This design comes from an exercise in tuning for small area on the open sky130 flow, not from production work.
The RTL was checked by simulation tests, not by an equivalence proof against the original design.
No activity file was given, so power comes from the tool's default toggle rates.

**run.sh**
```bash
#!/bin/bash
# synth_recipe.tcl (not shown) runs the flow's synth.tcl, then flattens the netlist and writes it again
# the make line also repeats each setting of config.mk as NAME=value (left out here)
make -C /OpenROAD-flow-scripts/flow DESIGN_CONFIG=/design/flow/config.mk WORK_HOME=/design/flow/orfs CLKGATE_MAP_FILE= SYNTH_SCRIPT=/design/flow/synth_recipe.tcl finish
```
**config.mk**
```make
export PLATFORM = sky130hd
export DESIGN_NAME = top
export DESIGN_NICKNAME = top
export VERILOG_FILES = /design/flow/design.v
export SDC_FILE = /design/flow/constraint.sdc
export NUM_CORES = 4
export LEC_CHECK = 0
export CAP_MARGIN = 20
export CORE_MARGIN = 2
export CORE_UTILIZATION = 40
export SLEW_MARGIN = 20
```
**constraint.sdc**
```tcl
create_clock -name core_clock -period 10.0 [get_ports {clk}]
set_input_delay 2.0000 -clock core_clock [delete_from_list [all_inputs] [get_ports {clk}]]
set_output_delay 2.0000 -clock core_clock [all_outputs]
set_load 0.01 [all_outputs]
```
**design.v**
```verilog
`timescale 1ns/1ps
`default_nettype none
module top #(
  parameter integer F_CLK_HZ            = 100_000,
  parameter         BTN_ACTIVE_LOW      = 1,   
  parameter         TEST_ACTIVE_LOW     = 0,   
  parameter         LEDEN_ACTIVE_LOW    = 0,   
  parameter integer DB_MS               = 5,
  parameter integer LONG_PRESS_MS       = 1000,  
  parameter integer NORMAL_SECS         = 30,
  parameter integer TEST_SECS           = 3,
  parameter integer DIV_O3_TOGGLE       = F_CLK_HZ/2,  
  parameter integer DIV_LED_TOGGLE      = F_CLK_HZ/2,  
  parameter integer DIV_O5_TOGGLE       = F_CLK_HZ/4   
)(
  input  wire clk,
  input  wire rst,           
  input  wire I1, I2, I3, I4, I5,
  output reg  led,
  output reg  O1, O2, O3, O4, O5
);
  wire start_in = BTN_ACTIVE_LOW   ? ~I1 : I1;
  wire stop_in  = BTN_ACTIVE_LOW   ? ~I2 : I2;
  wire rst_in   = BTN_ACTIVE_LOW   ? ~I3 : I3;
  wire test_in  = TEST_ACTIVE_LOW  ? ~I4 : I4;    
  wire leden_in = LEDEN_ACTIVE_LOW ? ~I5 : I5;    
  reg start_s0, start_s1, stop_s0, stop_s1, rst_s0, rst_s1, test_s0, test_s1, leden_s0, leden_s1;
  always @(posedge clk) begin
    if (rst) begin
      start_s0 <= 1'b0; start_s1 <= 1'b0;
      stop_s0  <= 1'b0; stop_s1  <= 1'b0;
      rst_s0   <= 1'b0; rst_s1   <= 1'b0;
      test_s0  <= 1'b0; test_s1  <= 1'b0;
      leden_s0 <= 1'b0; leden_s1 <= 1'b0;
    end else begin
      start_s0 <= start_in;  start_s1 <= start_s0;
      stop_s0  <= stop_in;   stop_s1  <= stop_s0;
      rst_s0   <= rst_in;    rst_s1   <= rst_s0;
      test_s0  <= test_in;   test_s1  <= test_s0;
      leden_s0 <= leden_in;  leden_s1 <= leden_s0;
    end
  end
  wire start_lvl = start_s1;
  wire stop_lvl  = stop_s1;
  wire rst_lvl   = rst_s1;
  wire test_lvl  = test_s1;      
  wire leden_lvl = leden_s1;     
  localparam integer DB_MAX = (F_CLK_HZ/1000)*DB_MS;
  localparam integer DBW = ( ( (F_CLK_HZ/1000)*DB_MS ) <= 1 ) ? 1 : $clog2( (F_CLK_HZ/1000)*DB_MS );
  reg [DBW-1:0] db_cnt_st, db_cnt_sp, db_cnt_rs;
  reg start_state, stop_state, rst_state;
  always @(posedge clk) begin
    if (rst) begin
      db_cnt_st   <= {DBW{1'b0}};
      start_state <= 1'b0;
    end else if (start_lvl == start_state) db_cnt_st <= {DBW{1'b0}};
    else if (db_cnt_st == DB_MAX-1) begin
      start_state <= start_lvl;
      db_cnt_st   <= {DBW{1'b0}};
    end else db_cnt_st <= db_cnt_st + 1'b1;
  end
  always @(posedge clk) begin
    if (rst) begin
      db_cnt_sp  <= {DBW{1'b0}};
      stop_state <= 1'b0;
    end else if (stop_lvl == stop_state) db_cnt_sp <= {DBW{1'b0}};
    else if (db_cnt_sp == DB_MAX-1) begin
      stop_state <= stop_lvl;
      db_cnt_sp  <= {DBW{1'b0}};
    end else db_cnt_sp <= db_cnt_sp + 1'b1;
  end
  always @(posedge clk) begin
    if (rst) begin
      db_cnt_rs <= {DBW{1'b0}};
      rst_state <= 1'b0;
    end else if (rst_lvl == rst_state) db_cnt_rs <= {DBW{1'b0}};
    else if (db_cnt_rs == DB_MAX-1) begin
      rst_state <= rst_lvl;
      db_cnt_rs <= {DBW{1'b0}};
    end else db_cnt_rs <= db_cnt_rs + 1'b1;
  end
  reg start_state_d, stop_state_d, rst_state_d;
  always @(posedge clk) begin
    if (rst) begin
      start_state_d <= 1'b0;
      stop_state_d  <= 1'b0;
      rst_state_d   <= 1'b0;
    end else begin
      start_state_d <= start_state;
      stop_state_d  <= stop_state;
      rst_state_d   <= rst_state;
    end
  end
  wire start_rise = start_state & ~start_state_d;
  wire stop_rise  = stop_state  & ~stop_state_d;
  wire rst_rise   = rst_state   & ~rst_state_d;
  localparam [1:0] IDLE = 2'd0, M1_ON = 2'd1, M2_ON = 2'd2;
  reg [1:0] st, st_nxt;
  localparam integer MAX_CYC = NORMAL_SECS*F_CLK_HZ;
  localparam integer TW      = (MAX_CYC <= 1) ? 1 : $clog2(MAX_CYC);
  reg [TW-1:0] tcnt;
  reg          timeup;
  wire [TW-1:0] target_cycles = test_lvl ? (TEST_SECS*F_CLK_HZ) : (NORMAL_SECS*F_CLK_HZ);
  wire          timer_en      = (st==M1_ON) || (st==M2_ON);
  always @(posedge clk) begin
    if (rst || !timer_en) begin
      tcnt   <= {TW{1'b0}};
      timeup <= 1'b0;
    end else begin
      if (tcnt == target_cycles-1) begin
        tcnt   <= {TW{1'b0}};
        timeup <= 1'b1;
      end else begin
        tcnt   <= tcnt + 1'b1;
        timeup <= 1'b0;
      end
    end
  end
  always @* begin
    st_nxt = st;
    case (st)
      IDLE:   if (start_rise) st_nxt = M1_ON;
      M1_ON:  if (rst_rise)   st_nxt = IDLE;
              else if (stop_rise)  st_nxt = IDLE;
              else if (timeup)     st_nxt = M2_ON;
      M2_ON:  if (rst_rise)   st_nxt = IDLE;
              else if (stop_rise)  st_nxt = IDLE;
              else if (timeup)     st_nxt = M1_ON;
      default: st_nxt = IDLE;
    endcase
  end
  always @(posedge clk) begin
    if (rst)           st <= IDLE;
    else if (rst_rise) st <= IDLE;
    else               st <= st_nxt;
  end
  always @* begin
    case (st)
      IDLE:   begin O1=1'b0; O2=1'b0; O4=1'b0; end
      M1_ON:  begin O1=1'b1; O2=1'b0; O4=1'b1; end
      M2_ON:  begin O1=1'b0; O2=1'b1; O4=1'b1; end
      default:begin O1=1'b0; O2=1'b0; O4=1'b0; end
    endcase
  end
  localparam integer O3W  = (DIV_O3_TOGGLE  <= 1) ? 1 : $clog2(DIV_O3_TOGGLE );
  localparam integer O5W  = (DIV_O5_TOGGLE  <= 1) ? 1 : $clog2(DIV_O5_TOGGLE );
  localparam integer LEDW = (DIV_LED_TOGGLE <= 1) ? 1 : $clog2(DIV_LED_TOGGLE);
  reg [O3W-1:0]  div_o3;
  reg [O5W-1:0]  div_o5;
  reg [LEDW-1:0] div_led;
  always @(posedge clk) begin
    if (rst || !O4) begin
      div_o3 <= {O3W{1'b0}};
      O3     <= 1'b0;
    end else begin
      if (div_o3 == DIV_O3_TOGGLE-1) begin
        div_o3 <= {O3W{1'b0}};
        O3     <= ~O3;
      end else begin
        div_o3 <= div_o3 + 1'b1;
      end
    end
  end
  always @(posedge clk) begin
    if (rst) begin
      div_o5 <= {O5W{1'b0}};
      O5     <= 1'b0;
    end else if (div_o5 == DIV_O5_TOGGLE-1) begin
      div_o5 <= {O5W{1'b0}};
      O5     <= ~O5;
    end else begin
      div_o5 <= div_o5 + 1'b1;
    end
  end
  always @(posedge clk) begin
    if (rst || !leden_lvl) begin
      div_led <= {LEDW{1'b0}};
      led     <= 1'b0;
    end else begin
      if (div_led == DIV_LED_TOGGLE-1) begin
        div_led <= {LEDW{1'b0}};
        led     <= ~led;
      end else begin
        div_led <= div_led + 1'b1;
      end
    end
  end
endmodule
`default_nettype wire
```
==> flow_summary.toml, run 1 <==
[detailed_routing]
drt_iter0_markers = 212
viasPerCell = 4.94
final_antenna_net_count = 0
totalWireLength_um = 8950
wl_per_cell_um = 11.7
routed-via-count = 3784
drc = 0
first_pass_iters = 4

[floorplanning]
ios = 13
row_count = 41
dieArea_um2 = 13600
dieWidth_um = 117
initial_utilization = 0.406
die_h_um = 117
core_area_um2 = 12500

[layout]
drive_gt1_frac = 0.0808
fin_util = 0.482
layout_commonest_cell = "dfxtp_1"
final_cell_mix = "dfxtp_1, nor2_1, xnor2_1"
area_growth_pct = 18.7
fin_area_um2 = 6030
nNetsFinal = 599
layout.cells.non_filler = 766
insertedDiodeCount = 0
fill_cells = 1225

[timing]
finalCriticalPeriod_ns = 3.73
maxSlewHeadroom = 0.567
final-max-slew-violation-count = 0
fin_worst_skew_ns = 0.00742
timing.final.crit_share = 0.373
setup_violations = 0
fin_setup_tns_ns = 0
grt_setup_unrepaired = "no"
hold_viol_final = 0
max_freq_mhz = 268
worst_pin_slew_ns = 0.647

[placement]
dp_cells = 734
postPlaceCellArea_um2 = 5360
dp_hpwl_um = 6010
portBuffers = 12
gp_congestion = 0.798

[global_route]
grt_pass1_vias = 3597
gr-max-usage-layer = "met2"
gr-usage-met3 = 0.0602
grt_pass1_wl_um = 16000
grt_max_degree = 28
track_usage = 0.151
overflow = 0
antenna_found_initial = 0
grt.met1_usage = 0.186
gr-usage-met2 = 0.233

[hold_path]
hold_class = "reg -> reg"

[setup_path]
arrival_ns = 1.73
slowest_stage = "clkdlybuf4s50_1"
critical-path-max-stage-delay_ns = 0.54
path_cells = "inv_1 > ha_1 > clkdlybuf4s50_1"
startpoint_type = "register"
required_ns = 8.00
endpoint_kind = "output port"
worstSetupPathType = "reg -> out"
path_max_fanout = 4

[logic_synthesis]
synth_cells = 562
synthArstFlopShare = 0
avgSynthCellArea_um2 = 9.05
syn-num-nets = 580
synth_area_um2 = 5080
ys_types = 46
synth-edff-count = 0
seq_area_frac_synth = 0.465
ys.flop_type = "dfxtp_1"
ys_seq_elements = 118
yosysWarnings = 1

[run]
max_cap_violations = 0

[run_status]
status = "finished clean"

[clocking]
cts_tree = "yes"
postCtsSetupRepairBufs = 0
cts_hold_buffers = 0
htree_num_levels = 4
clkLatencyLatePin_ns = 0.42
cts_resized = 0
cts_sinks = 118
cts_buffers = 17
path_clk_slew_ns = 0.05
cts.path.max_buffers = 2
root_buffer = "clkbuf_16"

[power_and_ir_drop]
p_per_area_nw_per_um2 = 198
leakage_nw = 1.95
ir_drop_mv = 0.163
## synth_stat cells, drive strengths merged, types with 15 or more instances
master | number | area share
dfxtp | 118 | 0.46
nor2 | 101 | 0.075
xnor2 | 43 | 0.074
xor2 | 32 | 0.055
nand2 | 30 | 0.022
nand3 | 30 | 0.030
nand4 | 25 | 0.035
inv | 19 | 0.014
a21oi | 15 | 0.016
nor2b | 15 | 0.018
## kinds of logic (layout without fill, tap and decap cells)
kind of cell,count (synthesis),in the layout,share of synthesized area
multiplexers,4,4,0.00788
buffers and inverters,33,65,0.0290
AND/OR/NAND/NOR,288,288,0.304
flip-flops,118,118,0.465
XOR/XNOR,75,75,0.129
adder cells (fa/ha/maj),11,11,0.0271
AO/OA/AOI/OAI,33,33,0.0381
## state kept, by name, summed over array words and instances (netlist names), 2 cells and up
register and flops:
tcnt 22, div_led 16, div_o3 16, div_o5 15, db_cnt_rs 9, db_cnt_sp 9, db_cnt_st 9, st 2
## metal layers
layer  vias up  wire [um]
met4         0        159
li1       1979          -
met2        43       4040
met1      1750       4410
met5         -          0
met3        12        343
## worst max-delay path, delay by kind of cell, from the launching register on
family	cells	cell delay, ns
adders and majority gates	1	0.32
DFF	1	0.38
buffers and inverters	2	0.62
## report_power, final
part	internal [W]	total [W]	switching (W)
Sequential	0.000476	0.000480	0.00000433
Combinational	0.0000141	0.0000332	0.0000190
Clock	0.000468	0.000682	0.000214
## worst paths after layout
path	start	to	cells after the start	slack [ns]
setup / recovery	st[0]	O4	3	6.27
hold / removal	rst_s0	rst_s1	1	0.43
setup reg to reg	tcnt[0]	tcnt[18]	5	8.00
hold reg to reg	rst_s0	rst_s1	1	0.43
## final cells by class
class	instances	area, um^2	share of cell area
clock buffer	21	480	0.0796
clock inverter	11	195	0.0324
inverter	19	71.3	0.0118
multi-input combinational	411	2570	0.427
sequential	118	2360	0.392
tap	172	215	0.0357
timing repair buffer	14	135	0.0224
## metrics by stage
step	power, W	hold WS, ns	setup slack [ns]
after detailed placement	0.000524	0.422	6.46
final	0.00120	0.433	6.27
after floorplan	0.000512	0.413	7.10
after CTS	0.00121	0.436	6.23
after global routing	0.00124	0.459	6.15
after global placement	0.000523	0.424	6.50
==> run 2: changes to the inputs <==
==> design.v (replaced) <==
`timescale 1ns/1ps
`default_nettype none
module top (
  input  wire clk,
  input  wire rst,
  input  wire I1, I2, I3, I4, I5,
  output reg  led,
  output wire O1, O2,
  output reg  O3,
  output wire O4,
  output reg  O5
);
  reg st0, st1, sp0, sp1, rs0, rs1, ts0, ts1, le0, le1;
  always @(posedge clk) begin
    if (rst) begin
      st0 <= 1'b0; st1 <= 1'b0; sp0 <= 1'b0; sp1 <= 1'b0; rs0 <= 1'b0; rs1 <= 1'b0;
      ts0 <= 1'b0; ts1 <= 1'b0; le0 <= 1'b0; le1 <= 1'b0;
    end else begin
      st0 <= ~I1; st1 <= st0;
      sp0 <= ~I2; sp1 <= sp0;
      rs0 <= ~I3; rs1 <= rs0;
      ts0 <= I4;  ts1 <= ts0;
      le0 <= I5;  le1 <= le0;
    end
  end
  reg  st_q;
  wire st_m = st1 ^ st_q;
  reg  [8:0] st_c;
  wire st_c_t = ((st_c ^ 9'ha2) & 9'hf7) == 9'h0;
  always @(posedge clk)
    if (rst | ~st_m | st_c_t) st_c <= 9'hec;
    else st_c <= {~st_c[7:0], st_c[8] ^ st_c[4]};
  wire st_f = st_m & st_c_t;
  wire st_r = st_f & ~st_q;    
  always @(posedge clk) st_q <= ~rst & (st_q ^ st_f);
  reg  sp_q;
  wire sp_m = sp1 ^ sp_q;
  reg  [8:0] sp_c;
  wire sp_c_t = ((sp_c ^ 9'ha2) & 9'hf7) == 9'h0;
  always @(posedge clk)
    if (rst | ~sp_m | sp_c_t) sp_c <= 9'hec;
    else sp_c <= {~sp_c[7:0], sp_c[8] ^ sp_c[4]};
  wire sp_f = sp_m & sp_c_t;
  wire sp_r = sp_f & ~sp_q;    
  always @(posedge clk) sp_q <= ~rst & (sp_q ^ sp_f);
  reg  rs_q;
  wire rs_m = rs1 ^ rs_q;
  reg  [8:0] rs_c;
  wire rs_c_t = ((rs_c ^ 9'ha2) & 9'hf7) == 9'h0;
  always @(posedge clk)
    if (rst | ~rs_m | rs_c_t) rs_c <= 9'hec;
    else rs_c <= {~rs_c[7:0], rs_c[8] ^ rs_c[4]};
  wire rs_f = rs_m & rs_c_t;
  wire rs_r = rs_f & ~rs_q;    
  always @(posedge clk) rs_q <= ~rst & (rs_q ^ rs_f);
  reg  [21:0] tm;
  wire [21:0] tx = tm ^ 22'h2aaaaa;    
  wire tz0 = ~|(tx & 22'h1572ab);
  wire tz  = tz0 & ~|(tx & 22'ha8d54);
  wire tmc = tz0 & (((tx ^ 22'h2a8d54) & 22'h2a8954) == 22'h0);
  wire T   = tmc & (tx[10] == ts1);    
  wire tclr = rst | ~O4 | T;
  always @(posedge clk)
    if (tclr) tm <= 22'h2046d7;
    else tm <= {~tm[20:0], ~(tm[21] ^ tm[20]) ^ tz};
  reg nm1, nm2, cm1, cm2;
  wire hold = ~rs_r & ~sp_r;
  always @(posedge clk) begin
    nm1 <= ~rst & ((~nm1 & ~nm2 & st_r & ~rs_r) | (nm1 & hold & ~T) | (nm2 & hold & T));
    nm2 <= ~rst & ((nm1 & hold & T) | (nm2 & hold & ~T));
    cm1 <= ~rst & nm1;
    cm2 <= ~rst & nm2;
  end
  assign O1 = cm1;
  assign O2 = cm2;
  assign O4 = cm1 | cm2;
  reg  [15:0] d3;
  wire d3_t = ((d3 ^ 16'haa82) & 16'hafd7) == 16'h0;
  always @(posedge clk)
    if (rst | ~O4 | d3_t) d3 <= 16'h79ff;
    else d3 <= {~d3[14:0], ~(d3[15] ^ d3[8])};
  always @(posedge clk) O3 <= ~rst & O4 & (O3 ^ d3_t);
  reg  [14:0] d5;
  wire d5_t = ((d5 ^ 15'h2aaa) & 15'h7aaf) == 15'h0;
  always @(posedge clk)
    if (rst | d5_t) d5 <= 15'h7a6f;
    else d5 <= {~d5[13:0], ~(d5[14] ^ d5[13])};
  always @(posedge clk) O5 <= ~rst & (O5 ^ d5_t);
  reg  [15:0] dl;
  wire dl_t = ((dl ^ 16'haa82) & 16'hafd7) == 16'h0;
  always @(posedge clk)
    if (rst | ~le1 | dl_t) dl <= 16'h79ff;
    else dl <= {~dl[14:0], ~(dl[15] ^ dl[8])};
  always @(posedge clk) led <= ~rst & le1 & (led ^ dl_t);
endmodule
`default_nettype wire
--- a/config.mk
+++ b/config.mk
@@ -8,4 +8,7 @@
 export CAP_MARGIN = 20
 export CORE_MARGIN = 2
 export CORE_UTILIZATION = 40
+export CTS_BUF_LIST = sky130_fd_sc_hd__clkbuf_4
+export CTS_CLUSTER_DIAMETER = 100
+export CTS_CLUSTER_SIZE = 40
 export SLEW_MARGIN = 20
==> flow_summary.toml, run 2 <==
[run_status]
status = "finished clean"

[setup_path]
path_max_fanout = 2
reg2reg_slack_ns = 7.82
r2r_cells = 4
endpoint_kind = "output port"
startpoint_type = "register"
worstSetupPathType = "reg -> out"
critical-path-max-stage-delay_ns = 0.48
r2r-end = "tm[3]"
slowest_stage = "clkdlybuf4s50_1"
required_ns = 8.00
path_cells = "or2_2 > clkdlybuf4s50_1"
arrival_ns = 1.58
r2r_start = "tm[8]"

[clocking]
cts_buffers = 17
htree_num_levels = 4
cts_resized = 0
clkLatencyLatePin_ns = 0.47
postCtsSetupRepairBufs = 0
cts_tree = "yes"
cts.path.max_buffers = 2
cts_hold_buffers = 0
path_clk_slew_ns = 0.11
cts_sinks = 116
root_buffer = "clkbuf_4"

[floorplanning]
initial_utilization = 0.415
core_area_um2 = 8300
die_h_um = 96.8
dieArea_um2 = 9360
ios = 13
dieWidth_um = 96.8
row_count = 33

[placement]
dp_hpwl_um = 3420
gp_congestion = 0.708
dp_slack_ns = 6.40
dp_cells = 429
portBuffers = 12

[layout]
layout_commonest_cell = "dfxtp_1"
nNetsFinal = 350
final_cell_mix = "dfxtp_1, nand2_1, nor2_1"
layout.cells.non_filler = 461
top_regs = "tm (22), d3 (16), dl (16)"
area_growth_pct = 16.4
largest_reg_flops = 22
drive_gt1_frac = 0.0955
largest-register = "tm"
insertedDiodeCount = 0
fill_cells = 801

[detailed_routing]
viasPerCell = 4.60
drc = 0
drt_iter0_markers = 50
totalWireLength_um = 5120
wl_per_cell_um = 11.1
routed-via-count = 2120
final_antenna_net_count = 0
first_pass_iters = 4

[logic_synthesis]
synth_area_leaders = "dfxtp_1, nand2_1, nor2_1, nor2b_1, nor4bb_1"
synth_top_area_frac = 0.675
ys_seq_elements = 116
synthArstFlopShare = 0
synth_cells = 320
seq_area_frac_synth = 0.675
ys_types = 40
ys.flop_type = "dfxtp_1"
synth-edff-count = 0
synth_common_cells = "dfxtp_1, nand2_1, nor2_1, nor2b_1, xnor2_1"
yosysWarnings = 1
synth_area_um2 = 3440
syn-num-nets = 327
avgSynthCellArea_um2 = 10.8
yosysTopAreaCell = "dfxtp_1"
synth.most_common_cell = "dfxtp_1"

[power_and_ir_drop]
p_per_area_nw_per_um2 = 219
ir_drop_mv = 0.103
leakage_nw = 1.47

[timing]
finalCriticalPeriod_ns = 3.58
grt_setup_unrepaired = "no"
fin_ws_ns = 6.42
max_freq_mhz = 280
fin_worst_skew_ns = 0.0133
setup_violations = 0
worst_pin_slew_ns = 0.883
hold_viol_final = 0
timing.final.crit_share = 0.358
final-max-slew-violation-count = 0
fin_setup_tns_ns = 0
maxSlewHeadroom = 0.403

[global_route]
track_usage = 0.119
overflow = 0
grt_max_degree = 34
gr-usage-met2 = 0.173
gr-max-usage-layer = "met2"
antenna_found_initial = 0
grt.met1_usage = 0.151
grt_pass1_wl_um = 8910
gr-usage-met3 = 0.0556
grt_pass1_vias = 2006

[hold_path]
worstHoldEndpoint = "d5[11]"
hold_class = "reg -> reg"
whs_path_depth = 1
min-delay-start = "d5[10]"

[run]
max_cap_violations = 0
==> run 2: cell count changes after synthesis, sizes merged, moves of 11 or more <==
cell,change
nand3,-26
nand2,+31
and3,-11
ha,-11
nand4,-25
nor2,-65
xnor2,-35
xor2,-27
inv,-17
==> run 2: through the flow <==
step	instance area [um^2]	hold WS, ns	total power (W)	utilization
finish	4010	0.373	0.000879	0.483
global route	4010	0.384	0.000915	0.483
detailed placement	3660	0.349	0.000498	0.441
CTS	4010	0.371	0.000891	0.483
floorplan	3440	0.343	0.000493	-
global placement	3660	0.345	0.000498	0.441
==> run 2: logic make-up after synthesis <==
group | after synthesis | share of synthesized area
mux | 1 | 0.00291
buf+inv | 11 | 0.0134
simple gates | 164 | 0.248
flops | 116 | 0.675
xor+xnor | 13 | 0.0331
compound gates | 15 | 0.0280
==> run 2: routing by layer <==
layer  share of wire  vias to the layer above
met5               0                        -
met4           0.014                        0
met3           0.046                        7
met2            0.43                       33
met1            0.51                      977
li1                -                     1103
==> run 2: layout make-up <==
cell class	count	area [um^2]	area share
Multi-Input combinational cell	193	1070	0.268
Clock inverter	14	210	0.0525
Clock buffer	18	135	0.0337
Timing Repair Buffer	13	128	0.0318
Sequential cell	116	2320	0.579
Inverter	2	7.51	0.00187
Tap cell	105	131	0.0328
==> run 2: worst max-delay path by stage <==
stage,from,endpoint,slack [ns],depth (start not counted)
2_1_floorplan,rst,d3[11],7.06,5
3_3_place_gp,rst,d3[9],6.43,5
3_5_place_dp,rst,tm[3],6.40,5
4_1_cts,cm2,O4,6.37,2
5_1_grt,cm2,O4,6.34,2
6_report,cm2,O4,6.42,2
==> run 2: where the power goes <==
part           switching [W]  internal [W]   total, W
clock network       0.000167      0.000225   0.000392
registers         0.00000366      0.000470   0.000474
logic             0.00000644    0.00000675  0.0000132
==> run 2: critical path: cells and delay by family (launching register included) <==
kind                   cells  cell delay [ns]
buffers and inverters      1             0.48
AND/OR/NAND/NOR            1             0.31
flip-flops                 1             0.32
==> run 3: changes to the inputs <==
--- a/config.mk
+++ b/config.mk
@@ -8,7 +8,4 @@
 export CAP_MARGIN = 20
 export CORE_MARGIN = 2
 export CORE_UTILIZATION = 40
-export CTS_BUF_LIST = sky130_fd_sc_hd__clkbuf_4
-export CTS_CLUSTER_DIAMETER = 100
-export CTS_CLUSTER_SIZE = 40
 export SLEW_MARGIN = 20
==> flow_summary.toml, run 3 <==
[run_status]
status = "finished clean"

[setup_path]
path_cells = "or2_2 > clkdlybuf4s50_1"
reg2reg_slack_ns = 7.76
critical-path-max-stage-delay_ns = 0.48
crit_family = "buffers and inverters"
path_buf_inv = 1
cp.depth = 2
slowest_stage = "clkdlybuf4s50_1"
path_max_fanout = 2
worstSetupPathType = "reg -> out"
r2r_start = "tm[8]"
r2r-end = "tm[16]"
r2r_cells = 4
required_ns = 8.00
endpoint_kind = "output port"
startpoint_type = "register"
arrival_ns = 1.61

[clocking]
root_buffer = "clkbuf_8"
cts_sinks = 116
path_clk_slew_ns = 0.05
cts.path.max_buffers = 2
cts_resized = 0
cts_tree = "yes"
htree_num_levels = 4
clkLatencyLatePin_ns = 0.51
postCtsSetupRepairBufs = 0
cts_buffers = 17
cts_hold_buffers = 0

[logic_synthesis]
ys.flop_type = "dfxtp_1"
ys_seq_elements = 116
seq_area_frac_synth = 0.675
syn-num-nets = 327
ys_types = 40
synth_area_um2 = 3440
avgSynthCellArea_um2 = 10.8
synthArstFlopShare = 0
synth-edff-count = 0
yosysWarnings = 1
synth.most_common_cell = "dfxtp_1"
yosysTopAreaCell = "dfxtp_1"
synth_top_area_frac = 0.675
synth_common_cells = "dfxtp_1, nand2_1, nor2_1, nor2b_1, xnor2_1"
synth_area_leaders = "dfxtp_1, nand2_1, nor2_1, nor2b_1, nor4bb_1"
synth_cells = 320

[detailed_routing]
drc = 0
final_antenna_net_count = 0
wl_per_cell_um = 11.5
routed-via-count = 2110
viasPerCell = 4.58
first_pass_iters = 4
drt_iter0_markers = 56
totalWireLength_um = 5300

[layout]
nNetsFinal = 350
drive_gt1_frac = 0.0983
largest-register = "tm"
insertedDiodeCount = 0
final_cell_mix = "dfxtp_1, nand2_1, nor2_1"
area_growth_pct = 25.2
fin_util = 0.519
largest_reg_flops = 22
top_regs = "tm (22), d3 (16), dl (16)"
fin_area_um2 = 4310
layout_commonest_cell = "dfxtp_1"

[timing]
whs_ns = 0.361
setup_violations = 0
finalCriticalPeriod_ns = 3.61
hold_viol_final = 0
maxSlewHeadroom = 0.413
fin_setup_tns_ns = 0
final-max-slew-violation-count = 0
worst_pin_slew_ns = 0.868
timing.final.crit_share = 0.361
max_freq_mhz = 277
grt_setup_unrepaired = "no"
fin_worst_skew_ns = 0.00760

[power_and_ir_drop]
leakage_nw = 1.60
p_per_area_nw_per_um2 = 263
total_power_w = 0.00113
ir_drop_mv = 0.115

[hold_path]
whs_path_depth = 1
worstHoldEndpoint = "d3[6]"
min-delay-start = "d3[5]"
hold_class = "reg -> reg"

[global_route]
antenna_found_initial = 0
track_usage = 0.126
grt_pass1_vias = 2047
overflow = 0
grt_max_degree = 34
grt_pass1_wl_um = 9160

[floorplanning]
core_area_um2 = 8300
dieArea_um2 = 9360
initial_utilization = 0.415
die_h_um = 96.8
ios = 13
dieWidth_um = 96.8
row_count = 33

[placement]
postPlaceCellArea_um2 = 3660
gp_congestion = 0.708
portBuffers = 12
dp_hpwl_um = 3420

[run]
max_cap_violations = 0
[run 3: logic make-up (layout without fill, tap and decap cells)]
group,count (synthesis),in the layout,share of synthesized area
multiplexers,1,1,0.00291
flip-flops,116,116,0.675
buffers and inverters,11,47,0.0134
AO/OA/AOI/OAI,15,15,0.0280
XOR/XNOR,13,13,0.0331
AND/OR/NAND/NOR,164,164,0.248
[run 3: worst max path at each step]
stage               startpoint      to  slack, ns
finish                     cm2      O4       6.39
global route               cm2      O4       6.34
CTS                        cm2      O4       6.36
detailed placement         rst   tm[3]       6.40
global placement           rst   d3[9]       6.43
floorplan                  rst  d3[11]       7.06
[run 3: power by group]
| group | internal, W | switching (W) |
|---|---|---|
| sequential | 0.000471 | 0.00000371 |
| clock | 0.000443 | 0.000204 |
| combinational | 0.00000675 | 0.00000644 |
[run 3: final cells by class]
class                      count  area [um^2]
fill                         773         3990
clock inverter                12          203
timing repair buffer          13          128
sequential                   116         2320
clock buffer                  20          445
multi-input combinational    193         1070
tap                          105          131
inverter                       2         7.51
[run 3: stage by stage]
step,setup slack (ns),cells
final,6.39,461
after global routing,6.34,461
after CTS,6.36,461
after detailed placement,6.40,429
after global placement,6.43,429
after floorplan,7.06,320
[run 3: layer usage]
layer | global-route usage | share of wire
met1 | 0.152 | 0.51
met2 | 0.178 | 0.44
met3 | 0.0643 | 0.040
met4 | 0.0780 | 0.016
met5 | 0 | 0
==> run 4: changes to the inputs <==
--- a/config.mk
+++ b/config.mk
@@ -8,4 +8,7 @@
 export CAP_MARGIN = 20
 export CORE_MARGIN = 2
 export CORE_UTILIZATION = 40
+export CTS_BUF_LIST = sky130_fd_sc_hd__clkbuf_8
+export CTS_CLUSTER_DIAMETER = 500
+export CTS_CLUSTER_SIZE = 100
 export SLEW_MARGIN = 20
==> flow_summary.toml, run 4 <==
[layout]
final_cell_mix = "dfxtp_1, nand2_1, nor2_1"
layout_commonest_cell = "dfxtp_1"
top_regs = "tm (22), d3 (16), dl (16)"
area_growth_pct = 20.0
nNetsFinal = 350
largest-register = "tm"
largest_reg_flops = 22
insertedDiodeCount = 0
drive_gt1_frac = 0.0983

[global_route]
track_usage = 0.120
overflow = 0
antenna_found_initial = 0
grt_pass1_wl_um = 8910
grt_max_degree = 34
grt_pass1_vias = 2024

[timing]
hold_viol_final = 0
worst_pin_slew_ns = 0.880
timing.final.crit_share = 0.350
maxSlewHeadroom = 0.405
grt_setup_unrepaired = "no"
fin_worst_skew_ns = 0.00723
setup_violations = 0
max_freq_mhz = 286
finalCriticalPeriod_ns = 3.50
fin_setup_tns_ns = 0
final-max-slew-violation-count = 0

[clocking]
cts_sinks = 116
postCtsSetupRepairBufs = 0
htree_num_levels = 4
cts.path.max_buffers = 2
cts_buffers = 17
cts_resized = 0
cts_hold_buffers = 0
clkLatencyLatePin_ns = 0.41
cts_tree = "yes"
root_buffer = "clkbuf_8"
path_clk_slew_ns = 0.07

[detailed_routing]
final_antenna_net_count = 0
totalWireLength_um = 5130
first_pass_iters = 4
viasPerCell = 4.52
wl_per_cell_um = 11.1
drt_iter0_markers = 51
routed-via-count = 2086
drc = 0

[logic_synthesis]
synth_top_area_frac = 0.675
syn-num-nets = 327
yosysWarnings = 1
ys_types = 40
synth_common_cells = "dfxtp_1, nand2_1, nor2_1, nor2b_1, xnor2_1"
ys_seq_elements = 116
synth_area_um2 = 3440
seq_area_frac_synth = 0.675
synth_cells = 320
synth.most_common_cell = "dfxtp_1"
avgSynthCellArea_um2 = 10.8
synth_area_leaders = "dfxtp_1, nand2_1, nor2_1, nor2b_1, nor4bb_1"
synth-edff-count = 0
yosysTopAreaCell = "dfxtp_1"
synthArstFlopShare = 0
ys.flop_type = "dfxtp_1"

[setup_path]
path_max_fanout = 2
endpoint_kind = "output port"
arrival_ns = 1.50
r2r_cells = 4
worstSetupPathType = "reg -> out"
critical-path-max-stage-delay_ns = 0.48
required_ns = 8.00
startpoint_type = "register"
path_cells = "or2_2 > clkdlybuf4s50_1"
slowest_stage = "clkdlybuf4s50_1"

[floorplanning]
core_area_um2 = 8300
ios = 13
dieWidth_um = 96.8
dieArea_um2 = 9360
row_count = 33
die_h_um = 96.8
initial_utilization = 0.415

[hold_path]
hold_class = "reg -> reg"
whs_path_depth = 1

[run_status]
status = "finished clean"

[power_and_ir_drop]
p_per_area_nw_per_um2 = 236
leakage_nw = 1.52
total_power_w = 0.000976
ir_drop_mv = 0.124

[placement]
gp_congestion = 0.708
dp_hpwl_um = 3420
portBuffers = 12

[run]
max_cap_violations = 0
[run 4: final timing paths]
kind                            startpoint  endpoint  slack, ns
worst max-delay path                   cm2        O4       6.50
worst max register to register       tm[8]     tm[3]       7.81
worst min-delay path                 d3[5]     d3[6]       0.36
worst min register to register       d3[5]     d3[6]       0.36
[run 4: area by class of cell]
cell class                 instances  area, um^2
multi-input combinational        193        1070
clock buffer                      19         262
tap                              105         131
timing repair buffer              13         128
clock inverter                    13         206
sequential                       116        2320
fill                             791        4170
inverter                           2        7.51
[run 4: logic make-up after synthesis]
family / after synthesis / share of synthesized area
muxes: 1 / 0.00291
xor gates and xnor gates: 13 / 0.0331
and+or+nand+nor: 164 / 0.248
buffers and inverters: 11 / 0.0134
AOI/OAI and AO/OA: 15 / 0.0280
DFF: 116 / 0.675
[run 4: layer usage]
metal | track usage | vias up | part of all wire
met1 | 0.150 | 956 | 0.52
met5 | 0 | - | 0
li1 | - | 1097 | -
met3 | 0.0491 | 8 | 0.036
met2 | 0.173 | 25 | 0.43
met4 | 0.0715 | 0 | 0.015
[run 4: critical path, delay by kind of cell (launching register included)]
kind / cells / cell delay [ns]
buf+inv: 1 / 0.48
flops: 1 / 0.31
simple gates: 1 / 0.31
[run 4: through the flow]
| step | cell area (um^2) | setup WS (ns) | utilization | hold slack, ns | cells |
|---|---|---|---|---|---|
| 3_3_place_gp | 3660 | 6.43 | 0.441 | 0.345 | 429 |
| 3_5_place_dp | 3660 | 6.40 | 0.441 | 0.349 | 429 |
| 2_1_floorplan | 3440 | 7.06 | - | 0.343 | 320 |
| 4_1_cts | 4130 | 6.46 | 0.498 | 0.366 | 461 |
| 6_report | 4130 | 6.50 | 0.498 | 0.364 | 461 |
| 5_1_grt | 4130 | 6.44 | 0.498 | 0.374 | 461 |
[run 4: power by group]
part           switching, W  leakage, nW  internal, W
Sequential       0.00000366        0.945     0.000471
Combinational    0.00000645        0.352   0.00000675
Clock              0.000180        0.225     0.000309
Total              0.000190         1.52     0.000787

## afterwards: timing with drivers on the ports
The results above use ideal ports. As a check the final layouts listed here were re-extracted and re-timed, cells and wires unchanged. Step 1 assumes that a clkbuf_16 drives the clock port and a buf_2 every other input. Step 2 adds t to the input delays and takes it off the output delays; t is the mean of the earliest and latest rising clock arrival at the registers after step 1. Input paths then give back, and output paths get back, about the clock's delay inside the block. Three values: no drivers, after step 1, after step 2; two values: the first two.
run | shift t [ns] | slack for setup (ns) | latest minus earliest clock arrival (ns) | worst data-port slew with drivers (ns)
run 1 | 0.457 | 6.267 / 6.227 / 6.464 | 0.008 / 0.009 | 0.03
run 2 | 0.498 | 6.423 / 6.391 / 6.424 | 0.016 / 0.016 | 0.03
run 3 | 0.536 | 6.394 / 6.363 / 6.343 | 0.010 / 0.010 | 0.03
run 4 | 0.434 | 6.501 / 6.472 / 6.406 | 0.011 / 0.010 | 0.03
After both steps every run listed still meets setup and hold. The setup slack of run 4, which loses most, moves by -0.029 ns with the drivers and by -0.095 ns with both steps.
